Context: an optimization exercise on an open-source flow, tuned for small area. The choices shown serve that exercise and are no tape-out recipe.
In this exercise RTL edits were held to simulation tests only and were not proved equivalent to the original.
No activity file was given, so power comes from the tool's default toggle rates.

==> flow/design.v (excerpt) <==
module top (input wire clk,
            input wire rst,
            input wire mic_data_1,
            input wire mic_data_2,
            output wire serial_tx,
            output wire mic_clk_1,
            output wire mic_clk_2,
            output wire serial_split);
Size: roughly 2000 cells after synthesis, roughly 32000 µm² of cells after synthesis.
export LEC_CHECK = 0
export CAP_MARGIN = 20
export CORE_MARGIN = 2
export CORE_UTILIZATION = 65
export CTS_BUF_LIST = sky130_fd_sc_hd__clkbuf_8
export CTS_CLUSTER_DIAMETER = 50
export CTS_CLUSTER_SIZE = 20
export PLACE_DENSITY = 0.75
export SLEW_MARGIN = 20
create_clock -name core_clock -period 10.0 [get_ports {clk}]
standard.sh (not shown) runs the stock make flow with config.mk's settings and CLKGATE_MAP_FILE= SYNTH_SCRIPT=/design/flow/synth_recipe.tcl, a recipe that flattens the netlist after the stock synthesis.
==> flow/flow/run.sh <==
#!/bin/bash
set -euo pipefail
export CTS_ARGS="-sink_clustering_enable -repair_clock_nets -sink_clustering_size 20 -sink_clustering_max_diameter 50 -buf_list sky130_fd_sc_hd__clkbuf_8 -dont_use_dummy_load"
bash standard.sh finish > standard_flow.log 2>&1
Edit:
CORE_UTILIZATION = 70   (was 65)
PLACE_DENSITY = 0.8   (was 0.75)
Effect: The changed run completed with no timing, DRC or antenna violations; critical path depth does not change; setup slack gets better by 0.041 ns; count of clock-buffer cells in the layout goes down by 4; wire length goes up by a few percent; clock skew stays flat.
Edit:
CORE_UTILIZATION = 55   (was 70)
PLACE_DENSITY = 0.65   (was 0.8)
The changed run produced a clean layout.
Worst hold slack degrades by 0.021 ns.
Core utilization falls by 15 points.
Global-route usage decreases by 5.1 points.
Power climbs by about 1.6%.
Fmax rose by 0.64%.
Critical path depth is unchanged.
Via count rises by 0.56%.
Die area came out higher by about 27%.
Sequential power stays flat.
Clock skew is higher by 0.017 ns.
Worst setup slack is better by 0.057 ns.
Edit:
CORE_UTILIZATION = 78   (was 55)
PLACE_DENSITY = 0.86   (was 0.65)
Result:
- via count rose by 1.4%
- cell count decreases by 8.8%
- power came out lower by 1.8%
- worst setup slack is worse by 0.14 ns
- synthesized area is unchanged


The RTL this note starts from:
==> flow/design.v <==
`timescale 1ns/1ns
`default_nettype none
module top (input wire clk,
            input wire rst,
            input wire mic_data_1,
            input wire mic_data_2,
            output wire serial_tx,
            output wire mic_clk_1,
            output wire mic_clk_2,
            output wire serial_split);
localparam [11:0] NSAMP = 12'd3125;
reg [7:0] cnt;
always @(posedge clk)
  if (rst) cnt <= 8'd0;
  else     cnt <= cnt + 8'd1;
reg fresh;   
always @(posedge clk)
  if (rst) fresh <= 1'b1;
  else if (cnt == 8'd255) fresh <= 1'b0;
assign mic_clk_1 = cnt[1];
assign mic_clk_2 = cnt[1];
wire [1:0] ph = cnt[1:0] - 2'd1;                  
wire snap   = (cnt >= 8'd253) || (cnt == 8'd0);   
wire ifresh = fresh && (cnt[7:2] == 6'd0);        
wire win    = (cnt >= 8'd122) && (cnt < 8'd140);  
wire bfirst = (cnt == 8'd122);
wire zero   = fresh;                               
wire so1, so2;
cicint CIC1 (.clk(clk), .snap(snap), .win(win), .ifresh(ifresh), .ph(ph),
             .d_in(mic_data_1), .so(so1));
cicint CIC2 (.clk(clk), .snap(snap), .win(win), .ifresh(ifresh), .ph(ph),
             .d_in(mic_data_2), .so(so2));
wire [237:0] qa, qb;
combring RA (.clk(clk), .win(win), .bfirst(bfirst), .zero(zero), .x(so1),
             .ext(1'b1), .xin(qb[0]), .q(qa));
combring RB (.clk(clk), .win(win), .bfirst(bfirst), .zero(zero), .x(so2),
             .ext(1'b0), .xin(1'b0), .q(qb));
reg [17:0] a1, a2, a3;
always @(posedge clk)
  if (win) begin
    a1 <= {qa[54] & ~zero, a1[17:1]};
    a2 <= {a1[0] & ~zero, a2[17:1]};
    a3 <= {a2[0] & ~zero, a3[17:1]};
  end
reg        mb0, mb1;
reg [17:0] pa1;
always @* begin
  mb0 = 1'b0;
  if (cnt >= 8'd56 && cnt < 8'd74)        mb0 = qb[138];
  else if (cnt >= 8'd104 && cnt < 8'd122) mb0 = qb[72];
  else if (cnt >= 8'd152 && cnt < 8'd170) mb0 = qb[24];
  else if (cnt >= 8'd200 && cnt < 8'd218) mb0 = qb[196];
  else if (cnt >= 8'd248 || cnt < 8'd10)  mb0 = qb[130];
  mb1 = 1'b0; pa1 = a1;
  if (cnt >= 8'd140 && cnt < 8'd158)      begin mb1 = qa[36];  pa1 = a3; end
  else if (cnt >= 8'd188 && cnt < 8'd206) begin mb1 = qa[226]; pa1 = a2; end
  else if (cnt >= 8'd236 && cnt < 8'd254) begin mb1 = qa[160]; pa1 = a2; end
  else if (cnt >= 8'd28 && cnt < 8'd46)   mb1 = qa[112];
  else if (cnt >= 8'd76 && cnt < 8'd94)   mb1 = qa[46];
end
reg  [17:0] s0, s1;
wire [18:0] sum0 = {1'b0, s0} + ((mb0 & ~fresh) ? {1'b0, a3}  : 19'd0);
wire [18:0] sum1 = {1'b0, s1} + ((mb1 & ~fresh) ? {1'b0, pa1} : 19'd0);
always @(posedge clk) begin
  s0 <= sum0[18:1];
  s1 <= sum1[18:1];
end
wire p0 = sum0[0] & ~fresh;
wire p1 = sum1[0] & ~fresh;
reg [11:0] sc;       
reg        act;      
reg [1:0]  q;        
wire [7:0] u  = cnt - 8'd7;
wire [3:0] tl = {q, u[7:6]};           
wire [5:0] ti = u[5:0];                
wire       tend = act && q == 2'd2 && u[7];    
always @(posedge clk)
  if (rst) begin
    sc <= 12'd0; act <= 1'b0; q <= 2'd0;
  end else begin
    if (cnt == 8'd254) sc <= sc + 12'd1;
    if (cnt == 8'd6) begin
      if (sc == NSAMP) begin act <= 1'b1; q <= 2'd0; end
      else if (act) q <= q + 2'd1;
    end
    if (tend) begin act <= 1'b0; sc <= 12'd0; end
  end
wire sending = act && !tend && (ti < 6'd48);
reg [255:0] r0, r1;
reg         c0, c1;
wire [9:0] clr;
genvar g;
generate
  for (g = 0; g < 10; g = g + 1) begin : gclr
    assign clr[g] = sending && (tl == g);
  end
endgenerate
wire [1:0] add0 = {1'b0, r0[0] & ~fresh} + {1'b0, p0} + {1'b0, c0 & ~fresh};
wire [1:0] add1 = {1'b0, r1[0] & ~fresh} + {1'b0, p1} + {1'b0, c1 & ~fresh};
reg [255:0] n0, n1;
always @* begin
  n0 = {add0[0], r0[255:1]};
  n1 = {add1[0], r1[255:1]};
  if (clr[0]) n0[48]  = 1'b0;
  if (clr[1]) n0[32]  = 1'b0;
  if (clr[2]) n0[16]  = 1'b0;
  if (clr[3]) n0[0]   = 1'b0;
  if (clr[4]) n0[240] = 1'b0;
  if (clr[5]) n1[68]  = 1'b0;
  if (clr[6]) n1[52]  = 1'b0;
  if (clr[7]) n1[36]  = 1'b0;
  if (clr[8]) n1[20]  = 1'b0;
  if (clr[9]) n1[4]   = 1'b0;
end
always @(posedge clk) begin
  r0 <= n0;
  r1 <= n1;
end
always @(posedge clk) begin
  c0 <= add0[1];
  c1 <= add1[1];
end
reg tb;
always @* begin
  case (tl)
    4'd0: tb = r0[49];
    4'd1: tb = r0[33];
    4'd2: tb = r0[17];
    4'd3: tb = r0[1];
    4'd4: tb = r0[241];
    4'd5: tb = r1[69];
    4'd6: tb = r1[53];
    4'd7: tb = r1[37];
    4'd8: tb = r1[21];
    default: tb = r1[5];
  endcase
end
wire tx = !(act && !tend) | (sending & tb);
assign serial_tx = tx;
assign serial_split = tx;
endmodule
module cicint (input wire clk, input wire snap, input wire win,
               input wire ifresh, input wire [1:0] ph, input wire d_in,
               output wire so);
reg [19:0] i1, i2, i3, i4, i5;
reg        c1, c2, c3, c4, c5;
reg [17:0] dt;
wire       first = (ph == 2'd0);
wire [4:0] h1 = ifresh ? 5'd0 : i1[4:0];
wire [4:0] h2 = ifresh ? 5'd0 : i2[4:0];
wire [4:0] h3 = ifresh ? 5'd0 : i3[4:0];
wire [4:0] h4 = ifresh ? 5'd0 : i4[4:0];
wire [4:0] h5 = ifresh ? 5'd0 : i5[4:0];
wire [5:0] s1 = {1'b0, h1} + {5'd0, first ? d_in : c1 & ~ifresh};
wire [5:0] s2 = {1'b0, h2} + {1'b0, h1} + {5'd0, ~first & ~ifresh & c2};
wire [5:0] s3 = {1'b0, h3} + {1'b0, h2} + {5'd0, ~first & ~ifresh & c3};
wire [5:0] s4 = {1'b0, h4} + {1'b0, h3} + {5'd0, ~first & ~ifresh & c4};
wire [5:0] s5 = {1'b0, snap ? 5'd0 : h5} + {1'b0, h4} + {5'd0, ~first & ~ifresh & c5};
always @(posedge clk) begin
  i1 <= {s1[4:0], i1[19:5]};
  i2 <= {s2[4:0], i2[19:5]};
  i3 <= {s3[4:0], i3[19:5]};
  i4 <= {s4[4:0], i4[19:5]};
  i5 <= {s5[4:0], i5[19:5]};
  c1 <= s1[5]; c2 <= s2[5]; c3 <= s3[5]; c4 <= s4[5]; c5 <= s5[5];
end
reg [17:0] dn;
always @* begin
  dn = {dt[0], dt[17:1]};
  if (snap)
    case (ph)
      2'd0: begin dn[16] = h5[0]; dn[17] = h5[1]; dn[0] = h5[2]; dn[1] = h5[3]; dn[2] = h5[4]; end
      2'd1: begin dn[2] = h5[0]; dn[3] = h5[1]; dn[4] = h5[2]; dn[5] = h5[3]; dn[6] = h5[4]; end
      2'd2: begin dn[6] = h5[0]; dn[7] = h5[1]; dn[8] = h5[2]; dn[9] = h5[3]; dn[10] = h5[4]; end
      default: begin dn[10] = h5[0]; dn[11] = h5[1]; dn[12] = h5[2]; end
    endcase
end
always @(posedge clk) dt <= dn;
assign so = dt[0];
endmodule
module combring (input wire clk, input wire win, input wire bfirst,
                 input wire zero, input wire x, input wire ext,
                 input wire xin, output wire [237:0] q);
reg  [237:0] r;
reg  [3:0]   bw;
wire [3:0] xs = {r[108], r[144], r[180], r[216]};
wire [3:0] ys = {r[90],  r[126], r[162], r[198]};
wire [3:0] bin = bfirst ? 4'd0 : bw;
wire [3:0] df  = xs ^ ys ^ bin;
wire [3:0] bo  = (~xs & ys) | (~(xs ^ ys) & bin);
reg  [237:0] n;
integer k;
always @* begin
  n = {r[0], r[237:1]};
  if (win) begin
    n[233] = x;
    n[197] = df[0];
    n[161] = df[1];
    n[125] = df[2];
    n[89]  = df[3];
    if (ext) n[53] = xin;
    if (zero)
      for (k = 0; k < 13; k = k + 1) n[18*k+17] = 1'b0;
  end
end
always @(posedge clk) begin
  r <= n;
  bw <= bo;
end
assign q = r;
endmodule
make LEC_CHECK=0 CAP_MARGIN=20 CORE_MARGIN=2 CORE_UTILIZATION=60 CTS_BUF_LIST=sky130_fd_sc_hd__clkbuf_16 CTS_CLUSTER_DIAMETER=60 CTS_CLUSTER_SIZE=30 PLACE_DENSITY=0.7 SLEW_MARGIN=20 finish   # period 10.0 ns
run.sh (not shown) runs the stock make flow with config.mk's settings and CLKGATE_MAP_FILE= SYNTH_SCRIPT=/design/flow/synth_recipe.tcl, a recipe that flattens the netlist after the stock synthesis.
Stock flow here: none of the scripts above is used.
Then changed:
CTS_BUF_LIST = sky130_fd_sc_hd__clkbuf_8   (was sky130_fd_sc_hd__clkbuf_16)
CTS_CLUSTER_DIAMETER = 50   (was 60)
CTS_CLUSTER_SIZE = 20   (was 30)
Global-route usage hardly moves.
Cell area stays flat.
Core utilization came out lower by 0.18 points.
Via count came out higher by 1.2%.
Area after synthesis stays the same.
Total power came out lower by 2.0%.
Critical path depth does not change.
Hold slack is better by 0.0055 ns.
Non-clock buffer count is unchanged.
Cell count came out higher by 1.7%.

port drivers added, routing unchanged:
Ports are ideal in the flow. The routed layouts listed here were re-timed in OpenROAD.
Step 1, drivers: a clkbuf_16 drives clk and a buf_2 each remaining input, both assumed.
Step 2 also shifts input and output timing later by t, the mid clock arrival at the registers, as if the neighbouring blocks saw the same clock.
a / b / c = no drivers / after step 1 / after step 2; a / b = the first two.
| run | t (ns) | slack for setup (ns) | latest minus earliest clock arrival (ns) |
|---|---|---|---|
| the first run of note 1 | 0.705 | 0.992 / 0.992 / 0.992 | 0.071 / 0.071 |
| the second run of note 1 | 0.704 | 1.034 / 1.034 / 1.034 | 0.066 / 0.066 |
| the third run of note 1 | 0.703 | 1.090 / 1.090 / 1.090 | 0.107 / 0.107 |
| the fourth run of note 1 | 0.702 | 0.949 / 0.949 / 0.949 | 0.056 / 0.056 |
| the first run of note 2 | 0.710 | 4.167 / 4.110 / 4.820 | 0.029 / 0.029 |
| the second run of note 2 | 0.761 | 4.122 / 4.065 / 4.826 | 0.037 / 0.038 |
After both steps setup and hold are still met in every run listed.
